What follows belongs to an exercise in optimizing a design on an open flow for small area; a production flow would make more cautious choices.
The RTL was checked by simulation tests, not by an equivalence proof against the original design.
In runs 5 and 6 the design's own scripts or RTL, not TritonCTS, make the clock network.
The clock port is modelled as an ideal driver, which makes a skipped or thinned clock tree look cheaper than it is; a real chip needs a root buffer or a tree.
Power figures rest on the tool's default switching activity, not on a simulated workload.

## design/flow/design.v

```verilog
module alarma (
    input wire clk,
    input wire rst,
    input wire reset,
    input wire btn_activate,
    input wire smoke_detected,
    output wire buzzer,
    output wire led_alert
);
    reg alarm_active, btn_prev, smoke_prev, reset_prev;
    always @(posedge clk) begin
        if (rst) begin
            alarm_active <= 1'b0;
            btn_prev <= 1'b0;
            smoke_prev <= 1'b0;
            reset_prev <= 1'b0;
        end else begin
            if (reset && !reset_prev) alarm_active <= 1'b0;
            else if ((btn_activate && !btn_prev) || (smoke_detected && !smoke_prev)) alarm_active <= 1'b1;
            btn_prev <= btn_activate;
            smoke_prev <= smoke_detected;
            reset_prev <= reset;
        end
    end
    localparam [11:0] P  = 12'b101010101010;
    localparam [11:0] SH = 12'b110001000100;
    reg  [11:0] h;
    reg  led_blink;
    wire [11:0] s = h ^ P;
    wire isE = (~h[1] & h[2] & h[3] & h[4] & ~h[5] & ~h[6] & ~h[7] & h[8] & h[9]);
    always @(posedge clk) begin
        if (!alarm_active | isE) h <= SH;
        else h <= {s[10:0], s[11] ^ s[10]} ^ P;
        led_blink <= alarm_active & (led_blink ^ isE);
    end
    assign buzzer    = ~alarm_active;
    assign led_alert = ~(alarm_active & led_blink);
endmodule
module platform(
    input clk,
    input rst,
    input [1:0] switch_pos,
    input stop_Up,
    input stop_Down,
    output reg [3:0] step_out
);
    localparam [6:0] P  = 7'b0101010;
    localparam [6:0] SH = 7'b1100010;
    reg  [6:0] h;
    wire [6:0] s = h ^ P;
    wire isE = (h[1] & h[3] & ~h[4] & h[5] & ~h[6]);
    always @(posedge clk) begin
        if (rst | isE) h <= SH;
        else h <= {s[5:0], s[6] ^ s[5]} ^ P;
    end
    reg [2:0] step_index;
    reg [3:0] step_sequence;
    always @(*) begin
        case (step_index)
            3'd0: step_sequence = 4'b1000;
            3'd1: step_sequence = 4'b1100;
            3'd2: step_sequence = 4'b0100;
            3'd3: step_sequence = 4'b0110;
            3'd4: step_sequence = 4'b0010;
            3'd5: step_sequence = 4'b0011;
            3'd6: step_sequence = 4'b0001;
            default: step_sequence = 4'b1001;
        endcase
    end
    always @(posedge clk) begin
        if (rst) begin
            step_index <= 3'd0;
            step_out <= 4'b0000;
        end else begin
            if (isE) begin
                if (switch_pos == 2'b01 && stop_Up) step_index <= step_index + 3'd1;
                else if (switch_pos == 2'b10 && stop_Down) step_index <= step_index - 3'd1;
            end
            step_out <= step_sequence;
        end
    end
endmodule
module servo_principal(
    input clk,
    input rst,
    input presence_1,
    input presence_2,
    output reg PWM1,
    output reg PWM2
);
    reg [9:0] counter;
    wire wrap = &{counter[9],counter[8],counter[7],counter[6],counter[5],counter[2],counter[1],counter[0]};
    wire lt50  = counter < 10'd50;
    wire lt100 = counter < 10'd100;
    always @(posedge clk) begin
        if (rst | wrap) counter <= 10'd0;
        else counter <= counter + 10'd1;
    end
    localparam [16:0] P  = 17'b01010101010101010;
    localparam [16:0] SH = 17'b00010111010011111;
    reg  [16:0] h1;
    wire [16:0] s1 = h1 ^ P;
    wire z1 = ~(s1[0] | s1[1] | s1[2] | s1[3] | s1[4] | s1[5] | s1[6] | s1[7] | s1[8] | s1[9] | s1[10] | s1[12] | s1[13] | s1[14] | s1[15]);
    wire done1 = z1 & ~s1[16];
    wire fb1 = (s1[16] ^ s1[13]) & ~z1;
    always @(posedge clk) begin
        if (rst) h1 <= P;
        else if (!presence_1) h1 <= SH;
        else h1 <= {s1[15:0], fb1} ^ P;
    end
    reg  [16:0] h2;
    wire [16:0] s2 = h2 ^ P;
    wire z2 = ~(s2[0] | s2[1] | s2[2] | s2[3] | s2[4] | s2[5] | s2[6] | s2[7] | s2[8] | s2[9] | s2[10] | s2[12] | s2[13] | s2[14] | s2[15]);
    wire done2 = z2 & ~s2[16];
    wire fb2 = (s2[16] ^ s2[13]) & ~z2;
    always @(posedge clk) begin
        if (rst) h2 <= P;
        else if (!presence_2) h2 <= SH;
        else h2 <= {s2[15:0], fb2} ^ P;
    end
    always @(posedge clk) begin
        PWM1 <= ~rst & (done1 ? lt50 : lt100);
        PWM2 <= ~rst & (done2 ? lt100 : lt50);
    end
endmodule
module SmartLights(
    input  wire clk,
    input  wire rst,
    input  wire reset_n,
    input  wire pir_input_1,
    input  wire pir_input_2,
    output reg  led_output_1,
    output reg  led_output_2
);
    localparam [17:0] P  = 18'b101010101010101010;
    localparam [17:0] SH = 18'b100011000111111110;
    wire clr = rst | ~reset_n;
    reg  [17:0] h1;
    wire [17:0] s1 = h1 ^ P;
    wire z1 = ~(s1[2] | s1[3] | s1[4] | s1[5] | s1[6] | s1[7] | s1[8] | s1[9] | s1[10] | s1[11] | s1[12] | s1[13] | s1[14] | s1[15] | s1[16]);
    wire done1 = z1 & ~s1[17];
    wire fb1 = (s1[17] ^ s1[16]) & ~z1;
    wire ld1 = clr | ~pir_input_1;
    always @(posedge clk) begin
        h1 <= ld1 ? SH : ({s1[16:0], fb1} ^ P);
        led_output_1 <= ~clr & (~pir_input_1 | ~done1);
    end
    reg  [17:0] h2;
    wire [17:0] s2 = h2 ^ P;
    wire z2 = ~(s2[2] | s2[3] | s2[4] | s2[5] | s2[6] | s2[7] | s2[8] | s2[9] | s2[10] | s2[11] | s2[12] | s2[13] | s2[14] | s2[15] | s2[16]);
    wire done2 = z2 & ~s2[17];
    wire fb2 = (s2[17] ^ s2[16]) & ~z2;
    wire ld2 = clr | ~pir_input_2;
    always @(posedge clk) begin
        h2 <= ld2 ? SH : ({s2[16:0], fb2} ^ P);
        led_output_2 <= ~clr & (~pir_input_2 | ~done2);
    end
endmodule
module House
(
    input  wire       CLK_50,           
    input  wire       RST,              
    input  wire       RESET_ALARM,      
    input  wire       BTN_ACTIVATE,
    input  wire       SMOKE_SENSOR,
    input  wire [1:0] SWITCH_POS,
    input  wire       LIMIT_UP_N,       
    input  wire       LIMIT_DOWN_N,     
    input  wire       PRESENCE_S1,
    input  wire       PRESENCE_S2,
    input  wire       LIGHTS_RESET_N,   
    input  wire       PIR_INPUT_1,
    input  wire       PIR_INPUT_2,
    output wire       BUZZER_OUT,
    output wire       LED_ALERT_OUT,
    output wire [3:0] STEPPER_OUT,
    output wire       SERVO_PWM1,
    output wire       SERVO_PWM2,
    output wire       LED_LIGHT_1,
    output wire       LED_LIGHT_2
);
    alarma u_alarma (
        .clk            (CLK_50),
        .rst            (RST),
        .reset          (RESET_ALARM),
        .btn_activate   (BTN_ACTIVATE),
        .smoke_detected (SMOKE_SENSOR),
        .buzzer         (BUZZER_OUT),
        .led_alert      (LED_ALERT_OUT)
    );
    platform u_platform (
        .clk        (CLK_50),
        .rst        (RST),
        .switch_pos (SWITCH_POS),
        .stop_Up    (LIMIT_UP_N),
        .stop_Down  (LIMIT_DOWN_N),
        .step_out   (STEPPER_OUT)
    );
    servo_principal u_servos (
        .clk        (CLK_50),
        .rst        (RST),
        .presence_1 (PRESENCE_S1),
        .presence_2 (PRESENCE_S2),
        .PWM1       (SERVO_PWM1),
        .PWM2       (SERVO_PWM2)
    );
    SmartLights u_lights (
        .clk         (CLK_50),
        .rst         (RST),
        .reset_n     (LIGHTS_RESET_N),
        .pir_input_1 (PIR_INPUT_1),
        .pir_input_2 (PIR_INPUT_2),
        .led_output_1(LED_LIGHT_1),
        .led_output_2(LED_LIGHT_2)
    );
endmodule
```

## design/flow/run.sh

```bash
#!/bin/bash
# synth_recipe.tcl (not shown) runs the flow's synth.tcl, then flattens the netlist and writes it again
# the make line also repeats each setting of config.mk as NAME=value (left out here)
make -C /OpenROAD-flow-scripts/flow DESIGN_CONFIG=/design/flow/config.mk WORK_HOME=/design/flow/orfs CLKGATE_MAP_FILE= SYNTH_SCRIPT=/design/flow/synth_recipe.tcl finish
```

## design/flow/config.mk

```make
export PLATFORM = sky130hd
export DESIGN_NAME = House
export DESIGN_NICKNAME = House
export VERILOG_FILES = /design/flow/design.v
export SDC_FILE = /design/flow/constraint.sdc
export NUM_CORES = 4
export LEC_CHECK = 0
export CAP_MARGIN = 20
export CORE_MARGIN = 2
export CORE_UTILIZATION = 40
export SLEW_MARGIN = 20
```

## design/flow/constraint.sdc

```tcl
create_clock -name core_clock -period 10.0 [get_ports {CLK_50}]
set_input_delay 2.0000 -clock core_clock [delete_from_list [all_inputs] [get_ports {CLK_50}]]
set_output_delay 2.0000 -clock core_clock [all_outputs]
set_load 0.01 [all_outputs]
```

==> results of run 1 <==
-- cell families after synthesis --
kind of cell | count (synthesis)
mux | 5
simple gates | 170
fa+ha+maj | 7
buf+inv | 18
xor+xnor | 14
flops | 115
compound gates | 30
-- synth_stat cells (2+ instances only) --
master | number | share of area (%)
nand3_1 | 6 | 0.82
a211oi_1 | 2 | 0.41
and2_1 | 3 | 0.51
nand3b_1 | 2 | 0.41
nand4b_1 | 3 | 0.72
nand2_1 | 52 | 5.3
a31oi_1 | 3 | 0.51
a21o_1 | 4 | 0.82
nand4_1 | 7 | 1.2
xnor2_1 | 5 | 1.2
ha_1 | 7 | 2.4
nor3_1 | 11 | 1.5
xor2_1 | 9 | 2.2
o21ai_0 | 3 | 0.41
inv_1 | 11 | 1.1
or3_1 | 3 | 0.51
nand2b_1 | 5 | 0.85
dfxtp_1 | 115 | 63
nor2b_1 | 8 | 1.4
nor2_1 | 55 | 5.6
o21bai_1 | 2 | 0.41
a21oi_1 | 9 | 1.2
nor4_1 | 7 | 1.2
mux2i_1 | 5 | 1.4
clkbuf_1 | 6 | 0.61
-- metal layers --
metal | wire [um] | part of all wire, %
met1 | 2910 | 48
met2 | 2730 | 45
met3 | 232 | 3.8
met4 | 170 | 2.8
met5 | 0 | 0
-- flip-flops by register name, summed over array words and instances, names as in the netlist, 3 cells and up --
register               cells
u_lights.h1               18
u_lights.h2               18
u_servos.h1               17
u_servos.h2               17
u_alarma.h                12
u_servos.counter          10
u_platform.h               7
u_platform.step_out        4
u_platform.step_index      3
-- power groups by stage --
stage / clock, W / sequential [W] / combinational [W]
final: 0.000544 / 0.000488 / 0.0000446
after global placement: 0 / 0.000497 / 0.0000445
after global routing: 0.000579 / 0.000490 / 0.0000504
after CTS: 0.000558 / 0.000488 / 0.0000455
after floorplan: 0 / 0.000495 / 0.0000278
after detailed placement: 0 / 0.000497 / 0.0000452
-- layout make-up --
cell class                      instances  area (um2)  area share [%]
Clock inverter                         15         134            2.93
Timing Repair Buffer                   24         238            5.21
Clock buffer                           17         414            9.08
Inverter                               12        45.0           0.987
Multi-Input combinational cell        226        1290            28.4
Sequential cell                       115        2300            50.5
Tap cell                              108         135            2.96
-- worst max-delay path: stages (launching register included) --
cell and delay [ns]:
dfxtp_1 0.44, inv_1 0.13, clkdlybuf4s50_1 0.50
-- final timing paths --
path	from	end	slack, ns
setup reg to reg	u_servos.counter[0]	u_servos.counter[3]	8.54
setup / recovery	u_alarma.alarm_active	BUZZER_OUT	6.42
hold / removal	u_platform.h[0]	u_platform.h[1]	0.36
hold reg to reg	u_platform.h[0]	u_platform.h[1]	0.36
-- metrics by stage --
| stage | instances | hold slack (ns) | instance area (um2) | total power (W) |
|---|---|---|---|---|
| 6_report | 517 | 0.364 | 4560 | 0.00108 |
| 5_1_grt | 517 | 0.372 | 4560 | 0.00112 |
| 4_1_cts | 517 | 0.369 | 4560 | 0.00109 |
| 3_5_place_dp | 485 | 0.354 | 4020 | 0.000542 |
| 3_3_place_gp | 485 | 0.346 | 4020 | 0.000542 |
| 2_1_floorplan | 359 | 0.343 | 3660 | 0.000523 |
-- layout by cell type (no fill, tap or decap), types with 2 or more instances in the layout --
master,synthesis,final
a211oi_1,2,2
a21o_1,4,4
a21oi_1,9,9
a31oi_1,3,3
and2_1,3,3
clkbuf_16,0,16
clkdlybuf4s50_1,0,23
clkinv_2,0,4
clkinv_4,0,4
clkinvlp_4,0,3
dfxtp_1,115,115
ha_1,7,7
inv_1,11,11
inv_6,0,3
mux2i_1,5,5
nand2_1,52,52
nand2b_1,5,5
nand3_1,6,6
nand3b_1,2,2
nand4_1,7,7
nand4b_1,3,3
nor2_1,55,55
nor2b_1,8,8
nor3_1,11,11
nor4_1,7,7
o21ai_0,3,3
o21bai_1,2,2
or3_1,3,3
xnor2_1,5,5
xor2_1,9,9
==> summary.txt, run 1 <==
Status
  • Status: finished clean

Power and ir drop
  • Net switching power: 0.000247 W
  • Internal power: 0.000829 W
  • Power Dens Cells: 236 nW/um2
  • Clk pwr share: 50.5%
  • Peak supply drop: 0.121 mV
  • Sequential share of power: 45.3%
  • Switching fraction of total power: 22.9%
  • Comb pwr share: 4.1%
  • Leak pwr: 1.76 nW

Final layout
  • Nets: 417
  • Final core utilization: 51.8%
  • Fill count: 779
  • Inserted Diodes: 0
  • Layout cells sized above 1: 9.54%
  • Area delta synth->final: 24.5%

Die
  • Die Width: 99.7 um
  • Die Y: 99.7 um
  • Rows: 34
  • Initial Util: 41.6%
  • Die area: 9940 um2
  • IO Count: 24
  • Core box area: 8810 um2

Drt
  • WL final: 6050 um
  • Residual DRC: 0
  • DRT antenna net count: 0
  • Wire length per cell: 11.7 um
  • Via count: 2480
  • Iteration-0 DRC Markers: 143
  • Vias/cell: 4.80
  • TritonRoute pass-1 iters: 4

Clocking
  • Setup Buffers After CTS: 0
  • Clk Latency, worst-skew pair: 0.51 ns
  • CTS sink count: 115
  • Htree depth: 4
  • Clock tree buffer depth: 2
  • CTS tree: built
  • Gates resized, CTS repair: 0
  • Hold buffer count at cts: 0
  • Clk root buf: clkbuf_8
  • TritonCTS Buffers: 17
  • CTS clock-pin slew for the worst setup and hold paths: 0.06 ns

Global routing
  • GRT Util Overall: 13.7%
  • Total congestion overflow: 0
  • Global-route wire length before repair: 10500 um
  • Met3 usage: 4.99%
  • Largest net degree at the start of global routing: 41
  • Vias in the first global route: 2332
  • GR Util met2: 20.3%
  • Initial antenna violation count: 0
  • GR Layer Usage met1: 16.4%
  • GR peak layer: met2

Setup path
  • Data required, critical path: 8.00 ns
  • Critical path arrival: 1.58 ns
  • CP Capture Type: primary output
  • CP startpoint kind: flip-flop
  • Largest fanout on the critical path: 7
  • Worst reg-to-reg path cell count: 4
  • Crit Path Category: reg -> out

Synth
  • Adder-Cell Fraction of Synth Area: 2.39%
  • Cells after synthesis: 359
  • Post-synth ARST share: 0%
  • Number of synthesized flops with an enable pin: 0
  • Top_reg_cell synth: dfxtp_1
  • Synthesized flop and latch total: 115
  • Largest family of logic cells by synthesized area: simple AND/OR/NAND/NOR gates
  • Synth Area in Compound Gates: 5.36%
  • Yosys cell types: 41
  • Synth Net Count: 380
  • Synth Area in Simple Gates: 22.9%
  • Seq/Total Area, Yosys: 62.8%
  • Synth Area in XOR/XNOR: 3.35%
  • Synth Cell Area: 3660 um2
  • Mux share of post-synthesis cell area: 1.37%
  • Syn avg cell area: 10.2 um2
  • Ys Warns: 4

Timing
  • Fin. max-slew vios: 0
  • Worst Skew: 0.00548 ns
  • Setup violators final: 0
  • Final Hold Vio Count: 0
  • Final setup TNS: 0 ns
  • Relative slew slack: 57.1%
  • Worst Slack Setup Final: 6.42 ns
  • Worst Max-Slew Pin Slew: 0.641 ns
  • Minimum clock period after layout: 3.58 ns
  • RSZ-0062 raised after global routing: no
  • Final worst path period share: 35.8%
  • Max Freq: 279 MHz

Job
  • Max Cap Viol: 0

Placed design
  • Port bufs: 23
  • HPWL after DPL: 4020 um
  • Place WS: 6.44 ns
  • Gpl congestion: 0.771

Worst hold path
  • HP Class: reg -> reg
  • WHS Path Cells: 1
==> run 2, diff against run 1 <==
--- a/design/flow/config.mk
+++ b/design/flow/config.mk
@@ -10,2 +10,5 @@
 export CORE_UTILIZATION = 40
+export CTS_BUF_LIST = sky130_fd_sc_hd__clkbuf_8
+export CTS_CLUSTER_DIAMETER = 200
+export CTS_CLUSTER_SIZE = 40
 export SLEW_MARGIN = 20
==> run 2 against run 1 <==
Against the previous run: global-route usage decreased by 0.51 points; maximum frequency increased by 3.2%; largest power group is now registers; cell area decreased by 3.9%; critical path type unchanged; register-to-register slack got worse by 0.02 ns; synthesized cell count unchanged; critical endpoint unchanged; highest routed layer unchanged; clock-buffer cell count unchanged; largest cell class unchanged.
==> summary.txt, run 2 <==
Clocking
  • CTS sink count: 115 (unchanged)
  • Clk root buf: clkbuf_8
  • Clk Latency, worst-skew pair: 0.41 ns (-0.10 ns)
  • TritonCTS Buffers: 17 (unchanged)
  • Gates resized, CTS repair: 0 (unchanged)
  • Clock tree buffer depth: 2 (unchanged)
  • CTS tree: built
  • Htree depth: 4 (unchanged)
  • Setup Buffers After CTS: 0 (unchanged)
  • CTS clock-pin slew for the worst setup and hold paths: 0.07 ns (about the same)
  • Hold buffer count at cts: 0 (unchanged)

Worst hold path
  • HP Class: reg -> reg
  • Hold Path Origin: u_platform.h[0]

Global routing
  • Largest net degree at the start of global routing: 41 (unchanged)
  • Vias in the first global route: 2322 (-0.43%)
  • Total congestion overflow: 0 (unchanged)
  • Initial antenna violation count: 0 (unchanged)
  • Met3 usage: 5.20% (+0.21 points)
  • GR Layer Usage met1: 16.2% (-0.15 points)
  • GR Util met2: 19.6% (-0.68 points)
  • GR peak layer: met2
  • GRT Util Overall: 13.2% (-0.51 points)
  • Global-route wire length before repair: 10200 um (-2.9%)

Drt
  • DRT antenna net count: 0 (unchanged)
  • Wire length per cell: 11.6 um (-1.1%)
  • Iteration-0 DRC Markers: 133 (-7.0%)
  • Vias/cell: 4.78 (-0.28%)
  • Residual DRC: 0 (unchanged)
  • TritonRoute pass-1 iters: 4 (unchanged)
  • Via count: 2473 (-0.28%)
  • WL final: 5980 um (-1.1%)

Job
  • Max Cap Viol: 0 (unchanged)

Synth
  • Top_reg_cell synth: dfxtp_1
  • Synthesized flop and latch total: 115 (unchanged)
  • Yosys cell types: 41 (unchanged)
  • Synth Cell Area: 3660 um2 (unchanged)
  • Synth area leaders: dfxtp_1 (63%), nor2_1 (5.6%), nand2_1 (5.3%)
  • Cells after synthesis: 359 (unchanged)
  • Ys Warns: 4 (unchanged)
  • Number of synthesized flops with an enable pin: 0 (unchanged)
  • Synth Net Count: 380 (unchanged)
  • Seq/Total Area, Yosys: 62.8% (unchanged)
  • Most frequent cell after synthesis: dfxtp_1
  • Syn avg cell area: 10.2 um2 (unchanged)
  • Most frequent cells after synthesis: dfxtp_1 (115), nor2_1 (55), nand2_1 (52), inv_1 (11), nor3_1 (11)
  • Biggest area consumer among synthesized cells: dfxtp_1
  • Post-synth ARST share: 0% (unchanged)
  • Post-synth top area share: 62.8% (unchanged)

Final layout
  • Layout cells sized above 1: 9.54% (unchanged)
  • Area delta synth->final: 19.6%
  • Nets: 417 (unchanged)
  • Commonest non-fill, non-tap cell in the layout: dfxtp_1
  • Most frequent cells in the layout: dfxtp_1 (115), nor2_1 (55), nand2_1 (52)
  • Largest regs: u_lights.h1: 18 flops, u_lights.h2: 18 flops
  • Inserted Diodes: 0 (unchanged)
  • Finished Cell Area: 4380 um2 (-3.9%)
  • Finished Layout Cells: 517 (unchanged)

Timing
  • RSZ-0062 raised after global routing: no
  • Final worst path period share: 34.7% (-1.1 points)
  • Fin. max-slew vios: 0 (unchanged)
  • Worst Skew: 0.00791 ns (+0.00244 ns)
  • Setup violators final: 0 (unchanged)
  • Relative slew slack: 56.3% (-0.80 points)
  • Worst Max-Slew Pin Slew: 0.653 ns (+0.0120 ns)
  • Final setup TNS: 0 ns (unchanged)
  • Final Hold Vio Count: 0 (unchanged)
  • Max Freq: 288 MHz (+3.2%)
  • Minimum clock period after layout: 3.47 ns (-0.110 ns)

Setup path
  • Worst R2R Start: u_servos.counter[1]
  • Critical path arrival: 1.47 ns (-0.11 ns)
  • Crit Path Category: reg -> out
  • Data required, critical path: 8.00 ns (about the same)
  • CP Capture Type: primary output
  • Largest fanout on the critical path: 7 (unchanged)
  • CP startpoint kind: flip-flop
  • Crit path launch: u_alarma.alarm_active

Die
  • IO Count: 24 (unchanged)
  • Core box area: 8810 um2 (unchanged)
  • Die area: 9940 um2 (unchanged)
  • Die Y: 99.7 um (unchanged)
  • Initial Util: 41.6% (unchanged)
  • Rows: 34 (unchanged)
  • Die Width: 99.7 um (unchanged)

Placed design
  • Port bufs: 23 (unchanged)
  • Gpl congestion: 0.771 (unchanged)
  • Placed insts: 485 (unchanged)
  • HPWL after DPL: 4020 um (unchanged)
  • Area after DPL: 4020 um2 (unchanged)

Power and ir drop
  • Peak supply drop: 0.0911 mV (-25%)
  • Leak pwr: 1.68 nW (-4.7%)
  • Power Dens Cells: 210 nW/um2 (-11%)
  • Total power: 0.000920 W (-15%)

Status
  • Status: finished clean
==> run 2: cell counts after synthesis <==
Identical to the previous run, type by type.
==> run 2: worst paths after layout <==
check | to | slack (ns) | depth (start not counted)
worst max-delay path | BUZZER_OUT | 6.53 | 2
worst min-delay path | u_platform.h[1] | 0.37 | 1
worst max register to register | u_servos.counter[3] | 8.52 | 4
worst min register to register | u_platform.h[1] | 0.37 | 1
==> run 2: area by class of cell <==
class / instances / area, um2
flip-flops and latches: 115 / 2300
well taps: 108 / 135
clock inverters: 15 / 134
repair buffers: 24 / 238
clock buffers: 17 / 234
inverters: 12 / 45.0
multi-input cells: 226 / 1290
fillers: 805 / 4420
==> run 2: report_power, final <==
part	internal [W]	leakage (nW)	switching, W
clock	0.000197	0.183	0.000191
sequential	0.000476	0.943	0.0000108
combinational	0.0000223	0.550	0.0000222
total	0.000696	1.68	0.000224
==> run 2: kinds of logic after synthesis <==
group / Yosys count / share of synthesized area [%]
simple gates: 170 / 22.9
flops: 115 / 62.8
compound gates: 30 / 5.36
buf+inv: 18 / 1.84
xor+xnor: 14 / 3.35
fa+ha+maj: 7 / 2.39
mux: 5 / 1.37
==> run 2: critical path, cell delays in order (launching register included) <==
cell and delay, ns:
dfxtp_1 0.36, inv_1 0.14, clkdlybuf4s50_1 0.55
==> run 2: stage by stage <==
stage / hold slack (ns) / utilization (%) / setup slack (ns)
finish: 0.368 / 49.8 / 6.53
detailed placement: 0.354 / 45.6 / 6.44
floorplan: 0.343 / - / 7.03
global placement: 0.346 / 45.6 / 6.50
global route: 0.377 / 49.8 / 6.39
CTS: 0.372 / 49.8 / 6.48
==> run 2: layer usage <==
metal / wire [um] / share of wire [%] / vias up
li1: - / - / 1279
met1: 2950 / 49 / 1152
met2: 2750 / 46 / 40
met3: 246 / 4.1 / 2
met4: 40 / 0.67 / 0
met5: 0 / 0 / -
==> run 3, diff against run 2 <==
--- a/design/flow/config.mk
+++ b/design/flow/config.mk
@@ -10,3 +10,3 @@
 export CORE_UTILIZATION = 40
-export CTS_BUF_LIST = sky130_fd_sc_hd__clkbuf_8
+export CTS_BUF_LIST = sky130_fd_sc_hd__clkbuf_4
 export CTS_CLUSTER_DIAMETER = 200
==> run 3 against run 2 <==
Against the previous run: flip-flop and latch count did not move; utilization fell by 1.2 points; non-clock buffer count did not move; clock-buffer cell count did not move; worst hold slack improved by 0.0074 ns; cell area fell by 2.4%; via count fell by 0.81%; clock power fell by 21%; wire length fell by 1.5%; worst setup slack got worse by 0.091 ns; largest power group unchanged.
==> summary.txt, run 3 <==
Global routing
  • Initial antenna violation count: 0 (unchanged)
  • Largest net degree at the start of global routing: 41 (unchanged)
  • Vias in the first global route: 2297 (-1.1%)
  • Total congestion overflow: 0 (unchanged)
  • GRT Util Overall: 13.1% (-0.12 points)
  • Global-route wire length before repair: 10100 um (-1.1%)

Setup path
  • CP startpoint kind: flip-flop
  • Worst R2R Start: u_servos.counter[0]
  • CP Capture Type: primary output
  • R2R setup slack: 8.54 ns (+0.02 ns)
  • Critical path arrival: 1.56 ns (+0.09 ns)
  • Buf/Inv on CP: 2 (unchanged)
  • Critical Path Stages: 2 (unchanged)
  • Critical-path cell list: inv_1 -> clkdlybuf4s50_1
  • Crit Path Category: reg -> out
  • Worst reg-to-reg path cell count: 4 (unchanged)
  • Crit-path leading delay family: buffers and inverters
  • Crit path max-delay cell type: clkdlybuf4s50_1
  • Worst path max stage delay: 0.55 ns (about the same)
  • Data required, critical path: 8.00 ns (about the same)
  • Largest fanout on the critical path: 7 (unchanged)
  • R2R Path End: u_servos.counter[4]

Timing
  • Final setup TNS: 0 ns (unchanged)
  • Setup violators final: 0 (unchanged)
  • Final Hold Vio Count: 0 (unchanged)
  • RSZ-0062 raised after global routing: no
  • Final worst path period share: 35.6% (+0.91 points)
  • Worst Skew: 0.0194 ns (+0.0115 ns)
  • Max Freq: 281 MHz (-2.6%)
  • Fin. max-slew vios: 0 (unchanged)
  • Minimum clock period after layout: 3.56 ns (+0.0913 ns)
  • Worst Max-Slew Pin Slew: 0.642 ns (-0.0119 ns)
  • Relative slew slack: 57.1% (+0.79 points)

Synth
  • Synthesized flop and latch total: 115 (unchanged)
  • Cells after synthesis: 359 (unchanged)
  • Post-synth ARST share: 0% (unchanged)
  • Syn avg cell area: 10.2 um2 (unchanged)
  • Synth Net Count: 380 (unchanged)
  • Post-synth top area share: 62.8% (unchanged)
  • Most frequent cell after synthesis: dfxtp_1
  • Ys Warns: 4 (unchanged)
  • Synth area leaders: dfxtp_1 (63%), nor2_1 (5.6%), nand2_1 (5.3%)
  • Synth Cell Area: 3660 um2 (unchanged)
  • Biggest area consumer among synthesized cells: dfxtp_1
  • Number of synthesized flops with an enable pin: 0 (unchanged)
  • Top_reg_cell synth: dfxtp_1
  • Seq/Total Area, Yosys: 62.8% (unchanged)
  • Most frequent cells after synthesis: dfxtp_1 (115), nor2_1 (55), nand2_1 (52), inv_1 (11), nor3_1 (11)
  • Yosys cell types: 41 (unchanged)

Final layout
  • Inserted Diodes: 0 (unchanged)
  • Nets: 417 (unchanged)
  • Most frequent cells in the layout: dfxtp_1 (115), nor2_1 (55), nand2_1 (52)
  • Commonest non-fill, non-tap cell in the layout: dfxtp_1
  • Finished Layout Cells: 517 (unchanged)
  • Final core utilization: 48.6% (-1.2 points)
  • Layout cells sized above 1: 9.54% (unchanged)
  • Largest regs: u_lights.h1: 18 flops, u_lights.h2: 18 flops
  • Fill count: 812 (+0.87%)
  • Area delta synth->final: 16.7%

Worst hold path
  • WHS Path Cells: 1 (unchanged)
  • Hold Path Origin: u_servos.h1[2]
  • Worst Hold End: u_servos.h1[3]
  • HP Class: reg -> reg

Power and ir drop
  • Leak pwr: 1.63 nW (-2.6%)
  • Clk pwr share: 36.5% (-5.7 points)
  • Net switching power: 0.000214 W (-4.5%)
  • Peak supply drop: 0.114 mV (+26%)
  • Internal power: 0.000623 W (-10%)
  • Power Dens Cells: 196 nW/um2 (-6.8%)
  • Sequential share of power: 58.2% (+5.2 points)
  • Comb pwr share: 5.3% (+0.5 points)
  • Total power: 0.000837 W (-9.0%)
  • Switching fraction of total power: 25.5% (+1.2 points)

Drt
  • TritonRoute pass-1 iters: 4 (unchanged)
  • Residual DRC: 0 (unchanged)
  • WL final: 5890 um (-1.5%)
  • Wire length per cell: 11.4 um (-1.5%)
  • Vias/cell: 4.74 (-0.81%)
  • Via count: 2453 (-0.81%)
  • DRT antenna net count: 0 (unchanged)
  • Iteration-0 DRC Markers: 125 (-6.0%)

Placed design
  • HPWL after DPL: 4020 um (unchanged)
  • Placed insts: 485 (unchanged)
  • Gpl congestion: 0.771 (unchanged)
  • Port bufs: 23 (unchanged)

Die
  • Core box area: 8810 um2 (unchanged)
  • Die Y: 99.7 um (unchanged)
  • Initial Util: 41.6% (unchanged)
  • Rows: 34 (unchanged)
  • Die area: 9940 um2 (unchanged)
  • Die Width: 99.7 um (unchanged)
  • IO Count: 24 (unchanged)

Clocking
  • Clk Latency, worst-skew pair: 0.50 ns (+0.09 ns)
  • Setup Buffers After CTS: 0 (unchanged)
  • CTS sink count: 115 (unchanged)
  • CTS clock-pin slew for the worst setup and hold paths: 0.11 ns (+0.04 ns)
  • Clock tree buffer depth: 2 (unchanged)
  • Gates resized, CTS repair: 0 (unchanged)
  • CTS tree: built
  • Htree depth: 4 (unchanged)
  • Clk root buf: clkbuf_4
  • TritonCTS Buffers: 17 (unchanged)
  • Hold buffer count at cts: 0 (unchanged)

Status
  • Status: finished clean

Job
  • Max Cap Viol: 0 (unchanged)
==> run 3: changes by cell type in the layout (fill, tap and decap cells not counted) <==
cell      delta
clkbuf_8    -17
clkbuf_4    +17
==> run 3: cell type report <==
class                           instances  area [um2]  area share [%]
Multi-Input combinational cell        226        1290            30.3
Clock buffer                           17         128            2.98
Tap cell                              108         135            3.16
Inverter                               12        45.0            1.05
Timing Repair Buffer                   24         238            5.56
Clock inverter                         15         134            3.13
Sequential cell                       115        2300            53.8
==> run 3: routing by layer <==
layer	share of wire, %	GRT usage (%)
met3	4.8	6.25
met4	0.93	6.32
met1	50	16.2
met5	0	0
met2	44	19.1
==> run 3: power by group through the flow <==
stage	sequential [W]	combinational, W	clock (W)
CTS	0.000487	0.0000453	0.000318
floorplan	0.000495	0.0000278	0
global placement	0.000497	0.0000445	0
finish	0.000487	0.0000444	0.000306
detailed placement	0.000497	0.0000452	0
global route	0.000489	0.0000501	0.000338
==> run 3: per-stage QoR <==
stage | worst slack [ns] | area, um2 | hold WS, ns
5_1_grt | 6.27 | 4280 | 0.386
6_report | 6.44 | 4280 | 0.375
4_1_cts | 6.38 | 4280 | 0.381
3_3_place_gp | 6.50 | 4020 | 0.346
2_1_floorplan | 7.03 | 3660 | 0.343
3_5_place_dp | 6.44 | 4020 | 0.354
==> run 3: worst max-delay path by stage <==
stage / slack (ns) / from / endpoint
2_1_floorplan: 7.03 / SWITCH_POS[1] / u_platform.step_index[1]
3_3_place_gp: 6.50 / RST / u_lights.h2[17]
5_1_grt: 6.27 / u_alarma.alarm_active / BUZZER_OUT
4_1_cts: 6.38 / u_alarma.alarm_active / BUZZER_OUT
6_report: 6.44 / u_alarma.alarm_active / BUZZER_OUT
3_5_place_dp: 6.44 / RST / u_lights.h2[4]
==> run 3: logic make-up (layout without fill, tap and decap cells) <==
family,Yosys count,after routing,synth area share [%]
AO/OA/AOI/OAI,30,30,5.36
multiplexers,5,5,1.37
buffers and inverters,18,68,1.84
AND/OR/NAND/NOR,170,170,22.9
XOR/XNOR,14,14,3.35
adder cells (fa/ha/maj),7,7,2.39
flip-flops,115,115,62.8
==> run 4, diff against run 3 <==
==> design/flow/flow/run.sh (new file) <==
#!/bin/bash
# Own layout flow: the standard flow (standard.sh) with two changes:
#  - the port buffers are sky130_fd_sc_hd__buf_1 (every port still gets one);
#  - the clock tree is built by flow/cts_pre.tcl (the clock port drives a few clock
#    buffers, each driving one cluster of flip-flops) in place of TritonCTS, or, when
#    flow/cts_args exists, TritonCTS runs with the arguments in that file.
# All tool output goes to standard.log here (ORFS also keeps its per-step logs in orfs/logs).
set -euo pipefail
W=$(pwd)
export BUFFER_PORTS_ARGS="-buffer_cell sky130_fd_sc_hd__buf_1"
if [[ -f $W/flow/cts_args ]]; then
  export CTS_ARGS="$(cat $W/flow/cts_args)"
else
  [[ -f $W/flow/cts_env ]] && source $W/flow/cts_env
  export PRE_CTS_TCL=$W/flow/cts_pre.tcl
fi
bash standard.sh > $W/standard.log 2>&1
==> design/flow/flow/cts_args (new file) <==
-sink_clustering_enable -repair_clock_nets -buf_list sky130_fd_sc_hd__clkbuf_4 -dont_use_dummy_load
==> design/flow/flow/cts_pre.tcl (new file) <==
# Clock tree built by hand: the clock port drives a few clock buffers directly, each
# driving one cluster of flip-flops (clusters by k-means on placed positions).
# CTS itself is then skipped; the rest of ORFS's CTS step (legalisation, timing repair) runs.
set cts_buf  [expr {[info exists ::env(MY_CTS_BUF)] ? $::env(MY_CTS_BUF) : "sky130_fd_sc_hd__clkbuf_8"}]
set cts_k    [expr {[info exists ::env(MY_CTS_K)] ? $::env(MY_CTS_K) : 4}]
set block [ord::get_db_block]
set clk_net [$block findNet CLK_50]
set sinks {}
foreach it [$clk_net getITerms] {
  set inst [$it getInst]
  lassign [$inst getLocation] x y
  set m [$inst getMaster]
  lappend sinks [list $it [expr {$x + [$m getWidth]/2}] [expr {$y + [$m getHeight]/2}]]
}
set n [llength $sinks]
puts "hand CTS: $n sinks, $cts_k buffers of $cts_buf"
# k-means, seeded along the sorted x coordinate
set sorted [lsort -real -index 1 $sinks]
set cx {}; set cy {}
for {set k 0} {$k < $cts_k} {incr k} {
  set s [lindex $sorted [expr {int(($k + 0.5) * $n / $cts_k)}]]
  lappend cx [lindex $s 1]; lappend cy [lindex $s 2]
}
for {set iter 0} {$iter < 50} {incr iter} {
  set sx [lrepeat $cts_k 0.0]; set sy [lrepeat $cts_k 0.0]; set sc [lrepeat $cts_k 0]
  set assign {}
  foreach s $sinks {
    set best 0; set bd 1e30
    for {set k 0} {$k < $cts_k} {incr k} {
      set d [expr {abs([lindex $s 1]-[lindex $cx $k]) + abs([lindex $s 2]-[lindex $cy $k])}]
      if {$d < $bd} { set bd $d; set best $k }
    }
    lappend assign $best
    lset sx $best [expr {[lindex $sx $best] + [lindex $s 1]}]
    lset sy $best [expr {[lindex $sy $best] + [lindex $s 2]}]
    lset sc $best [expr {[lindex $sc $best] + 1}]
  }
  for {set k 0} {$k < $cts_k} {incr k} {
    if {[lindex $sc $k] > 0} {
      lset cx $k [expr {[lindex $sx $k] / [lindex $sc $k]}]
      lset cy $k [expr {[lindex $sy $k] / [lindex $sc $k]}]
    }
  }
}
set master [[ord::get_db] findMaster $cts_buf]
for {set k 0} {$k < $cts_k} {incr k} {
  set inst [odb::dbInst_create $block $master "clkbuf_hand_$k"]
  set net [odb::dbNet_create $block "clknet_hand_$k"]
  $net setSigType CLOCK
  [$inst findITerm A] connect $clk_net
  [$inst findITerm X] connect $net
  $inst setLocation [expr {int([lindex $cx $k])}] [expr {int([lindex $cy $k])}]
  $inst setPlacementStatus PLACED
  lappend nets $net
  puts "cluster $k: [lindex $sc $k] sinks"
}
foreach s $sinks a $assign {
  set it [lindex $s 0]
  $it disconnect
  $it connect [lindex $nets $a]
}
$clk_net setSigType CLOCK
set_propagated_clock [all_clocks]
rename clock_tree_synthesis orig_clock_tree_synthesis
proc clock_tree_synthesis {args} { puts "clock_tree_synthesis skipped: hand-built tree" }
==> design/flow/standard.sh (new file) <==
#!/bin/bash
# synth_recipe.tcl (not shown) runs the flow's synth.tcl, then flattens the netlist and writes it again
# the make line also repeats each setting of config.mk as NAME=value (left out here)
make -C /OpenROAD-flow-scripts/flow DESIGN_CONFIG=/design/flow/config.mk WORK_HOME=/design/flow/orfs CLKGATE_MAP_FILE= SYNTH_SCRIPT=/design/flow/synth_recipe.tcl "${@:-finish}"
--- a/design/flow/config.mk
+++ b/design/flow/config.mk
@@ -10,5 +10,2 @@
 export CORE_UTILIZATION = 40
-export CTS_BUF_LIST = sky130_fd_sc_hd__clkbuf_4
-export CTS_CLUSTER_DIAMETER = 200
-export CTS_CLUSTER_SIZE = 40
 export SLEW_MARGIN = 20
removed: design/flow/run.sh
==> run 4 against run 3 <==
Against the previous run: critical endpoint unchanged; worst setup slack better by 0.39 ns; sequential power about the same; synthesized area unchanged; sequential share of layout area rose by 3.8 points; still clean.
==> summary.txt, run 4 <==
Synth
  • Number of synthesized flops with an enable pin: 0 (unchanged)
  • Post-synth ARST share: 0% (unchanged)
  • Synth Net Count: 380 (unchanged)
  • Synthesized flop and latch total: 115 (unchanged)
  • Yosys cell types: 41 (unchanged)
  • Syn avg cell area: 10.2 um2 (unchanged)
  • Post-synth top area share: 62.8% (unchanged)
  • Biggest area consumer among synthesized cells: dfxtp_1
  • Ys Warns: 4 (unchanged)
  • Synth area leaders: dfxtp_1 (63%), nor2_1 (5.6%), nand2_1 (5.3%)
  • Most frequent cells after synthesis: dfxtp_1 (115), nor2_1 (55), nand2_1 (52), inv_1 (11), nor3_1 (11)
  • Cells after synthesis: 359 (unchanged)
  • Most frequent cell after synthesis: dfxtp_1
  • Synth Cell Area: 3660 um2 (unchanged)
  • Top_reg_cell synth: dfxtp_1
  • Seq/Total Area, Yosys: 62.8% (unchanged)

Placed design
  • Port bufs: 23 (unchanged)
  • Area after DPL: 3860 um2 (-3.7%)
  • HPWL after DPL: 4060 um (+1.0%)
  • Gpl congestion: 0.779 (+1.0%)
  • Placed insts: 484 (-0.21%)
  • Place WS: 6.50 ns (+0.0605 ns)

Power and ir drop
  • Switching fraction of total power: 22.5% (-3.1 points)
  • Internal power: 0.000570 W (-8.6%)
  • Sequential share of power: 66.2% (+8.0 points)
  • Net switching power: 0.000165 W (-23%)
  • Leak pwr: 1.51 nW (-7.6%)
  • Comb pwr share: 5.2% (about the same)
  • Clk pwr share: 28.6% (-7.9 points)
  • Power Dens Cells: 184 nW/um2 (-6.0%)
  • Peak supply drop: 0.108 mV (-5.6%)
  • Total power: 0.000735 W (-12%)

Timing
  • Final setup TNS: 0 ns (unchanged)
  • Setup violators final: 0 (unchanged)
  • Worst Max-Slew Pin Slew: 0.745 ns (+0.104 ns)
  • Worst Skew: 0.0298 ns (+0.0104 ns)
  • Minimum clock period after layout: 3.17 ns (-0.394 ns)
  • Final worst path period share: 31.7% (-3.9 points)
  • Fin. max-slew vios: 0 (unchanged)
  • Max Freq: 316 MHz (+12%)
  • Relative slew slack: 50.3% (-6.8 points)
  • Final Hold Vio Count: 0 (unchanged)
  • Worst Slack Setup Final: 6.83 ns (+0.394 ns)
  • RSZ-0062 raised after global routing: no

Job
  • Max Cap Viol: 0 (unchanged)

Clocking
  • Setup Buffers After CTS: 0 (unchanged)
  • Hold buffer count at cts: 0 (unchanged)
  • CTS clock-pin slew for the worst setup and hold paths: 0.07 ns (-0.04 ns)
  • CTS sink count: 115 (unchanged)
  • TritonCTS Buffers: 17 (unchanged)
  • Clk Latency, worst-skew pair: 0.47 ns (-0.03 ns)
  • CTS tree: built
  • Gates resized, CTS repair: 0 (unchanged)

Final layout
  • Finished Cell Area: 3990 um2 (-6.6%)
  • Layout cells sized above 1: 6.11% (-3.4 points)
  • Inserted Diodes: 0 (unchanged)
  • Area delta synth->final: 8.95%
  • Commonest non-fill, non-tap cell in the layout: dfxtp_1
  • Most frequent cells in the layout: dfxtp_1 (115), nor2_1 (55), nand2_1 (52)
  • Nets: 416 (-0.24%)
  • Finished Layout Cells: 501 (-3.1%)
  • Largest regs: u_lights.h1: 18 flops, u_lights.h2: 18 flops

Die
  • Rows: 34 (unchanged)
  • Initial Util: 41.6% (unchanged)
  • Die Y: 99.7 um (unchanged)
  • IO Count: 24 (unchanged)
  • Die Width: 99.7 um (unchanged)
  • Core box area: 8810 um2 (unchanged)
  • Die area: 9940 um2 (unchanged)

Setup path
  • CP Capture Type: primary output
  • Critical-path cell list: inv_1 -> buf_1
  • Largest fanout on the critical path: 7 (unchanged)
  • Critical Path Stages: 2 (unchanged)
  • Worst path max stage delay: 0.43 ns (-0.12 ns)
  • Worst Setup EP: BUZZER_OUT
  • Crit path max-delay cell type: dfxtp_1
  • Critical path arrival: 1.17 ns (-0.39 ns)
  • Crit path launch: u_alarma.alarm_active
  • Data required, critical path: 8.00 ns (about the same)
  • Crit Path Category: reg -> out
  • CP startpoint kind: flip-flop
  • R2R Path End: u_servos.PWM1
  • Worst reg-to-reg path cell count: 4 (unchanged)
  • Worst R2R Start: u_servos.h1[6]
  • Buf/Inv on CP: 2 (unchanged)
  • R2R setup slack: 8.48 ns (-0.06 ns)
  • Crit-path leading delay family: flip-flops

Drt
  • TritonRoute pass-1 iters: 4 (unchanged)
  • Residual DRC: 0 (unchanged)
  • Wire length per cell: 11.6 um (+2.2%)
  • Iteration-0 DRC Markers: 101 (-19%)
  • DRT antenna net count: 0 (unchanged)
  • Vias/cell: 4.85 (+2.2%)
  • WL final: 5830 um (-1.0%)
  • Via count: 2430 (-0.94%)

Global routing
  • Total congestion overflow: 0 (unchanged)
  • Global-route wire length before repair: 10200 um (+1.6%)
  • GRT Util Overall: 13.2% (+0.16 points)
  • Vias in the first global route: 2362 (+2.8%)
  • Initial antenna violation count: 0 (unchanged)
  • Largest net degree at the start of global routing: 41 (unchanged)

Status
  • Status: finished clean

Worst hold path
  • WHS Path Cells: 1 (unchanged)
  • HP Class: reg -> reg
==> run 4: changes by cell type in the layout (fill, tap and decap cells not counted), moves of 3 or more <==
cell             delta
clkdlybuf4s50_1    -23
clkinv_2            -4
buf_1              +22
clkinv_4            -4
clkinvlp_4          -3
inv_6               -3
==> run 4: layout make-up, clock buffers not listed <==
cell class                      instances  area, um2
Multi-Input combinational cell        226       1290
Sequential cell                       115       2300
Timing Repair Buffer                   23       87.6
Inverter                               12       45.0
Tap cell                              108        135
Fill cell                             864       4810
==> run 4: power groups by stage <==
| stage | clock network [W] | registers, W | logic, W |
|---|---|---|---|
| 2_1_floorplan | 0 | 0.000495 | 0.0000278 |
| 3_3_place_gp | 0 | 0.000497 | 0.0000381 |
| 3_5_place_dp | 0 | 0.000497 | 0.0000390 |
| 4_1_cts | 0.000219 | 0.000487 | 0.0000392 |
| 5_1_grt | 0.000244 | 0.000489 | 0.0000444 |
| 6_report | 0.000210 | 0.000486 | 0.0000384 |
==> run 4: stage by stage <==
stage | hold slack [ns] | utilization (%)
4_1_cts | 0.368 | 45.3
2_1_floorplan | 0.343 | -
3_5_place_dp | 0.351 | 43.9
5_1_grt | 0.386 | 45.3
6_report | 0.365 | 45.3
3_3_place_gp | 0.346 | 43.9
==> run 4: metal layers <==
metal,track usage [%],part of all wire [%],up-vias,wire length [um]
li1,-,-,1273,-
met1,15.9,49,1101,2860
met2,20.3,45,49,2630
met3,5.69,4.3,7,252
met4,6.64,1.5,0,88
met5,0,0,-,0
==> run 4: how the worst min path moves through the flow <==
stage | slack [ns] | endpoint | from
finish | 0.37 | u_platform.h[1] | u_platform.h[0]
global placement | 0.35 | u_platform.h[1] | u_platform.h[0]
detailed placement | 0.35 | u_platform.h[1] | u_platform.h[0]
CTS | 0.37 | u_platform.h[1] | u_platform.h[0]
global route | 0.39 | u_lights.h1[8] | u_lights.h1[7]
floorplan | 0.34 | u_lights.h1[1] | u_lights.h1[0]
==> run 4: logic make-up after synthesis <==
group | after synthesis | synth area share, %
AOI/OAI and AO/OA | 30 | 5.36
DFF | 115 | 62.8
muxes | 5 | 1.37
buffers and inverters | 18 | 1.84
adders and majority gates | 7 | 2.39
and+or+nand+nor | 170 | 22.9
xor gates and xnor gates | 14 | 3.35
==> run 5, diff against run 4 <==
==> design/flow/flow/cts_env (new file) <==
export MY_CTS_BUF=sky130_fd_sc_hd__clkbuf_16
export MY_CTS_K=4
--- a/design/flow/config.mk
+++ b/design/flow/config.mk
@@ -9,3 +9,3 @@
 export CORE_MARGIN = 2
-export CORE_UTILIZATION = 40
+export CORE_UTILIZATION = 70
 export SLEW_MARGIN = 20
removed: design/flow/flow/cts_args
==> run 5 against run 4 <==
Against the previous run: sequential power barely moved; clock skew fell by 0.012 ns; sequential share of layout area rose by 1.0 points; die area fell by 41%; global-route usage rose by 7.3 points; wire length fell by 0.89%; via count fell by 0.58%; synthesized area did not move; combinational power rose by 2%; final cell count fell by 10%; worst setup slack improved by 0.17 ns; cell area fell by 1.7%; critical path type is now in -> reg.
==> summary.txt, run 5 <==
Placed design
  • Area after DPL: 3820 um2 (-1.1%)
  • Gpl congestion: 0.783 (+0.53%)
  • HPWL after DPL: 4050 um (-0.15%)
  • Place WS: 6.80 ns (+0.297 ns)
  • Port bufs: 23 (unchanged)

Final layout
  • Largest regs: u_lights.h1: 18 flops, u_lights.h2: 18 flops
  • Area delta synth->final: 7.07%
  • Nets: 404 (-2.9%)
  • Layout cells sized above 1: 2.89% (-3.2 points)
  • Commonest non-fill, non-tap cell in the layout: dfxtp_1
  • Fill count: 378 (-56%)
  • Finished Cell Area: 3920 um2 (-1.7%)
  • Inserted Diodes: 0 (unchanged)
  • Most frequent cells in the layout: dfxtp_1 (115), nor2_1 (55), nand2_1 (52)

Die
  • Die Width: 76.4 um (-23%)
  • Initial Util: 72.2% (+31 points)
  • Die Y: 76.4 um (-23%)
  • Die area: 5830 um2 (-41%)
  • Core box area: 5070 um2 (-42%)
  • Rows: 26 (-24%)
  • IO Count: 24 (unchanged)

Synth
  • Post-synth top area share: 62.8% (unchanged)
  • Synth Cell Area: 3660 um2 (unchanged)
  • Most frequent cell after synthesis: dfxtp_1
  • Synthesized flop and latch total: 115 (unchanged)
  • Cells after synthesis: 359 (unchanged)
  • Seq/Total Area, Yosys: 62.8% (unchanged)
  • Syn avg cell area: 10.2 um2 (unchanged)
  • Biggest area consumer among synthesized cells: dfxtp_1
  • Top_reg_cell synth: dfxtp_1
  • Synth area leaders: dfxtp_1 (63%), nor2_1 (5.6%), nand2_1 (5.3%)
  • Most frequent cells after synthesis: dfxtp_1 (115), nor2_1 (55), nand2_1 (52), inv_1 (11), nor3_1 (11)
  • Synth Net Count: 380 (unchanged)
  • Yosys cell types: 41 (unchanged)
  • Ys Warns: 4 (unchanged)
  • Number of synthesized flops with an enable pin: 0 (unchanged)
  • Post-synth ARST share: 0% (unchanged)

Global routing
  • Largest net degree at the start of global routing: 41 (unchanged)
  • Global-route wire length before repair: 10300 um (+0.94%)
  • Total congestion overflow: 0 (unchanged)
  • GRT Util Overall: 20.5% (+7.3 points)
  • Vias in the first global route: 2410 (+2.0%)
  • Initial antenna violation count: 0 (unchanged)

Clocking
  • CTS clock-pin slew for the worst setup and hold paths: 0.11 ns (+0.04 ns)
  • Clk Latency, worst-skew pair: 0.17 ns (-0.30 ns)
  • Gates resized, CTS repair: 0 (unchanged)
  • Setup Buffers After CTS: 0 (unchanged)
  • Hold buffer count at cts: 0 (unchanged)

Setup path
  • CP startpoint kind: input pin
  • CP Capture Type: flip-flop
  • Crit Path Category: in -> reg
  • Data required, critical path: 10.06 ns (+2.06 ns)
  • Critical path arrival: 3.05 ns (+1.88 ns)
  • Largest fanout on the critical path: 40 (+33)

Job
  • Max Cap Viol: 0 (unchanged)

Power and ir drop
  • Clk pwr share: 25.1% (-3.5 points)
  • Net switching power: 0.000136 W (-18%)
  • Switching fraction of total power: 19.4% (-3.1 points)
  • Internal power: 0.000566 W (-0.63%)
  • Peak supply drop: 0.182 mV (+68%)
  • Power Dens Cells: 179 nW/um2 (-2.8%)
  • Leak pwr: 1.48 nW (-1.8%)
  • Comb pwr share: 5.6% (+0.4 points)
  • Sequential share of power: 69.3% (+3.1 points)

Timing
  • Fin. max-slew vios: 0 (unchanged)
  • Minimum clock period after layout: 2.99 ns (-0.171 ns)
  • Final Hold Vio Count: 0 (unchanged)
  • Worst Skew: 0.0177 ns (-0.0121 ns)
  • Worst Max-Slew Pin Slew: 0.595 ns (-0.150 ns)
  • Setup violators final: 0 (unchanged)
  • Final worst path period share: 29.9% (-1.7 points)
  • Final setup TNS: 0 ns (unchanged)
  • Relative slew slack: 60.2% (+9.9 points)
  • Worst Slack Setup Final: 7.01 ns (+0.171 ns)
  • RSZ-0062 raised after global routing: no
  • Max Freq: 334 MHz (+5.7%)

Drt
  • Wire length per cell: 12.8 um (+10%)
  • WL final: 5780 um (-0.89%)
  • TritonRoute pass-1 iters: 4 (unchanged)
  • DRT antenna net count: 0 (unchanged)
  • Via count: 2416 (-0.58%)
  • Iteration-0 DRC Markers: 80 (-21%)
  • Vias/cell: 5.36 (+10%)
  • Residual DRC: 0 (unchanged)

Worst hold path
  • HP Class: reg -> reg

Status
  • Status: finished clean
run 5: area by class of cell:
type	instances	area [um2]	share of cell area [%]
sequential	115	2300	58.7
multi-input combinational	226	1290	33.0
buffer	4	100	2.55
timing repair buffer	24	93.8	2.39
tap	70	87.6	2.23
inverter	12	45.0	1.15
run 5: routing by layer:
layer | vias up | GRT usage [%] | wire length (um)
li1 | 1242 | - | -
met3 | 12 | 1.66 | 151
met2 | 38 | 36.7 | 2820
met5 | - | 0 | 0
met1 | 1124 | 27.4 | 2690
met4 | 0 | 4.18 | 118
run 5: worst max-delay path, cell delays in order:
cell and delay, ns:
buf_1 0.07, buf_4 0.24, nor2b_1 0.25, and2_1 0.38, nand2_1 0.11
run 5: through the flow:
stage / total power, W / util [%] / instances / hold slack, ns
final: 0.000702 / 77.3 / 451 / 0.381
after detailed placement: 0.000536 / 75.3 / 447 / 0.351
after global placement: 0.000534 / 75.3 / 447 / 0.346
after global routing: 0.000732 / 77.3 / 451 / 0.391
after CTS: 0.000706 / 77.3 / 451 / 0.383
after floorplan: 0.000523 / - / 359 / 0.343
run 5: logic make-up (layout without fill, tap and decap cells):
| kind of cell | Yosys count | count (layout) | synth area share (%) |
|---|---|---|---|
| multiplexers | 5 | 5 | 1.37 |
| buffers and inverters | 18 | 40 | 1.84 |
| AND/OR/NAND/NOR | 170 | 170 | 22.9 |
| AO/OA/AOI/OAI | 30 | 30 | 5.36 |
| adder cells (fa/ha/maj) | 7 | 7 | 2.39 |
| XOR/XNOR | 14 | 14 | 3.35 |
| flip-flops | 115 | 115 | 62.8 |
run 5: path summary, 6_finish.rpt:
path | start | to | slack [ns] | cells after the start
worst min-delay path | u_lights.h1[0] | u_lights.h1[1] | 0.38 | 1
worst max register to register | u_servos.h1[2] | u_servos.PWM1 | 8.50 | 4
worst min register to register | u_lights.h1[0] | u_lights.h1[1] | 0.38 | 1
worst max-delay path | RST | u_lights.h1[12] | 7.01 | 5
run 5: power by group through the flow:
| stage | Sequential, W | Combinational, W | Clock (W) |
|---|---|---|---|
| after detailed placement | 0.000497 | 0.0000391 | 0 |
| after global placement | 0.000497 | 0.0000378 | 0 |
| after floorplan | 0.000495 | 0.0000278 | 0 |
| after CTS | 0.000487 | 0.0000396 | 0.000180 |
| after global routing | 0.000489 | 0.0000447 | 0.000199 |
| final | 0.000487 | 0.0000390 | 0.000176 |
==> run 6, diff against run 5 <==
--- a/design/flow/design.v
+++ b/design/flow/design.v
@@ -69,2 +69,6 @@
     end
+    wire en = isE & (switch_pos[0] ? (~switch_pos[1] & stop_Up) : (switch_pos[1] & stop_Down));
+    wire dn = switch_pos[1];
+    wire c1 = en & (step_index[0] ^ dn);
+    wire c2 = c1 & (step_index[1] ^ dn);
     always @(posedge clk) begin
@@ -74,6 +78,3 @@
         end else begin
-            if (isE) begin
-                if (switch_pos == 2'b01 && stop_Up) step_index <= step_index + 3'd1;
-                else if (switch_pos == 2'b10 && stop_Down) step_index <= step_index - 3'd1;
-            end
+            step_index <= step_index ^ {c2, c1, en};
             step_out <= step_sequence;
@@ -90,9 +91,15 @@
 );
-    reg [9:0] counter;
-    wire wrap = &{counter[9],counter[8],counter[7],counter[6],counter[5],counter[2],counter[1],counter[0]};
-    wire lt50  = counter < 10'd50;
-    wire lt100 = counter < 10'd100;
-    always @(posedge clk) begin
-        if (rst | wrap) counter <= 10'd0;
-        else counter <= counter + 10'd1;
+    localparam [9:0] CP  = 10'b1010101010;
+    localparam [9:0] CSH = 10'b0101110110;
+    reg  [9:0] ch;
+    wire [9:0] cs = ch ^ CP;
+    wire wrap = (~ch[0] & ch[1] & ~ch[3] & ch[4] & ~ch[5] & ch[6] & ~ch[7] & ch[8] & ~ch[9]);
+    wire at49 = (~ch[0] & ch[1] & ~ch[2] & ch[3] & ~ch[4] & ch[5] & ~ch[6] & ch[7] & ch[9]);
+    wire at99 = (ch[0] & ~ch[1] & ~ch[2] & ch[3] & ~ch[4] & ch[5] & ch[6] & ch[8] & ch[9]);
+    reg lt50, lt100;
+    always @(posedge clk) begin
+        if (rst | wrap) ch <= CSH;
+        else ch <= {cs[8:0], cs[9] ^ cs[6]} ^ CP;
+        lt50  <= rst | wrap | (lt50 & ~at49);
+        lt100 <= rst | wrap | (lt100 & ~at99);
     end
==> run 6 against run 5 <==
Against the previous run: critical path depth unchanged; synthesized area down 5.1%; worst setup slack worse by 0.041 ns; synthesized cell count down 8.4%; cell area down 4.9%.
==> summary.txt, run 6 <==
Setup path
  • Crit Path Category: in -> reg
  • CP Capture Type: flip-flop
  • Worst reg-to-reg path cell count: 4 (unchanged)
  • Critical path arrival: 3.07 ns (+0.02 ns)
  • R2R Path End: u_platform.step_index[2]
  • Data required, critical path: 10.04 ns (-0.02 ns)
  • R2R setup slack: 8.60 ns (+0.10 ns)
  • Largest fanout on the critical path: 43 (+7.5%)
  • CP startpoint kind: input pin
  • Worst R2R Start: u_platform.step_index[1]

Final layout
  • Commonest non-fill, non-tap cell in the layout: dfxtp_1
  • Most frequent cells in the layout: dfxtp_1 (117), nand2_1 (55), nor2_1 (43)
  • Sequential cell area: 2340 um2 (+1.7%)
  • Nets: 367 (-9.2%)
  • Inserted Diodes: 0 (unchanged)
  • Largest regs: u_lights.h1: 18 flops, u_lights.h2: 18 flops
  • Layout cells sized above 1: 2.28% (-0.61 points)
  • Footprint of the multi-input gates: 1090 um2 (-16%)
  • Fill count: 331 (-12%)
  • Area delta synth->final: 7.34%

Synth
  • Synthesized flop and latch total: 117 (+1.7%)
  • Cells after synthesis: 329 (-8.4%)
  • Seq/Total Area, Yosys: 67.4% (+4.5 points)
  • Syn avg cell area: 10.6 um2 (+3.5%)
  • Yosys cell types: 35 (-15%)
  • Top_reg_cell synth: dfxtp_1
  • Most frequent cells after synthesis: dfxtp_1 (117), nand2_1 (55), nor2_1 (43), nor2b_1 (12), a21oi_1 (11)
  • Most frequent cell after synthesis: dfxtp_1
  • Post-synth top area share: 67.4% (+4.5 points)
  • Synth Cell Area: 3480 um2 (-5.1%)
  • Biggest area consumer among synthesized cells: dfxtp_1
  • Post-synth ARST share: 0% (unchanged)
  • Number of synthesized flops with an enable pin: 0 (unchanged)
  • Synth Net Count: 343 (-9.7%)
  • Synth area leaders: dfxtp_1 (67%), nand2_1 (5.9%), nor2_1 (4.6%)
  • Ys Warns: 4 (unchanged)

Timing
  • Max Freq: 329 MHz (-1.3%)
  • Worst Max-Slew Pin Slew: 0.657 ns (+0.0622 ns)
  • Final Hold Vio Count: 0 (unchanged)
  • Worst Skew: 0.0171 ns (-0.000524 ns)
  • Relative slew slack: 56.0% (-4.3 points)
  • Fin. max-slew vios: 0 (unchanged)
  • Final worst path period share: 30.4% (+0.41 points)
  • Minimum clock period after layout: 3.04 ns (+0.0408 ns)
  • RSZ-0062 raised after global routing: no
  • Setup violators final: 0 (unchanged)
  • Final setup TNS: 0 ns (unchanged)

Worst hold path
  • WHS Path Cells: 1 (unchanged)
  • Worst Hold End: u_lights.h1[5]
  • HP Class: reg -> reg
  • Hold Path Origin: u_lights.h1[4]

Global routing
  • Total congestion overflow: 0 (unchanged)
  • Largest net degree at the start of global routing: 44 (+7.3%)
  • Vias in the first global route: 2079 (-14%)
  • GRT Util Overall: 20.6% (+0.10 points)
  • Initial antenna violation count: 0 (unchanged)
  • Global-route wire length before repair: 9200 um (-11%)

Job
  • Max Cap Viol: 0 (unchanged)

Die
  • Initial Util: 73.1% (+0.92 points)
  • Die Width: 74.5 um (-2.5%)
  • Rows: 25 (-3.8%)
  • Die area: 5550 um2 (-4.9%)
  • IO Count: 24 (unchanged)
  • Die Y: 74.5 um (-2.5%)
  • Core box area: 4750 um2 (-6.3%)

Power and ir drop
  • Leak pwr: 1.42 nW (-4.2%)
  • Total power: 0.000710 W (+1.2%)
  • Peak supply drop: 0.143 mV (-21%)
  • Power Dens Cells: 190 nW/um2 (+6.4%)

Drt
  • Via count: 2207 (-8.7%)
  • Vias/cell: 5.28 (-1.4%)
  • Iteration-0 DRC Markers: 168 (+110%)
  • TritonRoute pass-1 iters: 4 (unchanged)
  • WL final: 5640 um (-2.5%)
  • Wire length per cell: 13.5 um (+5.2%)
  • DRT antenna net count: 0 (unchanged)
  • Residual DRC: 0 (unchanged)

Clocking
  • Setup Buffers After CTS: 0 (unchanged)
  • CTS clock-pin slew for the worst setup and hold paths: 0.11 ns (about the same)
  • Clk Latency, worst-skew pair: 0.17 ns (about the same)
  • Gates resized, CTS repair: 0 (unchanged)
  • Hold buffer count at cts: 0 (unchanged)

Status
  • Status: finished clean

Placed design
  • Port bufs: 23 (unchanged)
  • HPWL after DPL: 3970 um (-2.0%)
  • Gpl congestion: 0.802 (+2.4%)
==> run 6: final cells by class <==
type                            instances  area share (%)
Sequential cell                       117            62.8
Multi-Input combinational cell        199            29.1
Buffer                                  4            2.68
Timing Repair Buffer                   24            2.51
Tap cell                               67            2.25
Inverter                                7           0.704
==> run 6: how the worst max path moves through the flow <==
| stage | start | depth (start not counted) | to |
|---|---|---|---|
| floorplan | SWITCH_POS[1] | 4 | u_platform.step_index[2] |
| global placement | RST | 5 | u_lights.h2[1] |
| detailed placement | RST | 5 | u_lights.h1[2] |
| CTS | RST | 5 | u_lights.h2[7] |
| global route | RST | 5 | u_lights.h1[2] |
| finish | RST | 5 | u_lights.h1[2] |
==> run 6: worst max-delay path, cell delays in order <==
cell and delay (ns):
buf_1 0.07, buf_4 0.24, nor2b_1 0.26, and2_1 0.38, nand2_1 0.12
==> run 6: kinds of logic after synthesis <==
| group | Yosys count | synth area share (%) |
|---|---|---|
| flip-flops | 117 | 67.4 |
| AO/OA/AOI/OAI | 24 | 4.25 |
| AND/OR/NAND/NOR | 161 | 23.2 |
| buffers and inverters | 13 | 1.40 |
| XOR/XNOR | 10 | 2.52 |
| multiplexers | 4 | 1.22 |
==> run 6: per-stage QoR <==
step | area (um2) | hold WS [ns] | utilization (%) | setup slack [ns] | instances
final | 3730 | 0.377 | 78.5 | 6.96 | 418
after global routing | 3730 | 0.399 | 78.5 | 6.86 | 418
after CTS | 3730 | 0.381 | 78.5 | 6.98 | 418
after detailed placement | 3630 | 0.352 | 76.4 | 6.80 | 414
after global placement | 3630 | 0.346 | 76.4 | 6.86 | 414
after floorplan | 3480 | 0.343 | - | 7.11 | 329
==> run 6: where the power goes <==
| part | total, W | internal [W] | leakage (nW) | switching, W |
|---|---|---|---|---|
| Clock | 0.000179 | 0.0000739 | 0.0493 | 0.000105 |
| Combinational | 0.0000346 | 0.0000148 | 0.409 | 0.0000198 |
| Sequential | 0.000496 | 0.000485 | 0.961 | 0.0000113 |
| Total | 0.000710 | 0.000573 | 1.42 | 0.000137 |
==> run 6: layer usage <==
layer	part of all wire (%)	routed length [um]	GRT usage, %
met1	46	2590	27.8
met2	49	2790	36.8
met3	2.4	137	1.49
met5	0	0	0
met4	2.1	119	3.97

-- static timing again, ports no longer ideal --
In the flow no input, the clock included, has a driving cell. The finished layouts below were timed again as built, in two steps.
Step 1 assumes that a clkbuf_16 drives the clock port and a buf_2 every other input.
Step 2 adds t to the input delays and takes it off the output delays; t is the mean of the earliest and latest rising clock arrival at the registers after step 1. Input paths then give back, and output paths get back, about the clock's delay inside the block.
Slacks: no drivers / after step 1 / after step 2; pairs: no drivers / after step 1.
run | t (ns) | setup slack, ns | worst setup path at the end | cell pins on the clock port's net
run 1 | 0.540 | 6.422 / 6.391 / 6.470 | input to register | 1
run 2 | 0.441 | 6.532 / 6.501 / 6.468 | input to register | 1
run 3 | 0.518 | 6.441 / 6.412 / 6.476 | input to register | 1
run 4 | 0.492 | 6.834 / 6.805 / 6.555 | input to register | 1
run 5 | 0.230 | 7.006 / 7.060 / 6.829 | input to register | 4
run 6 | 0.232 | 6.965 / 7.012 / 6.786 | input to register | 4
After both steps setup and hold are still met in every run listed. For run 4, which loses most, drivers alone change the setup slack by -0.029 ns; drivers and shift together by -0.279 ns.
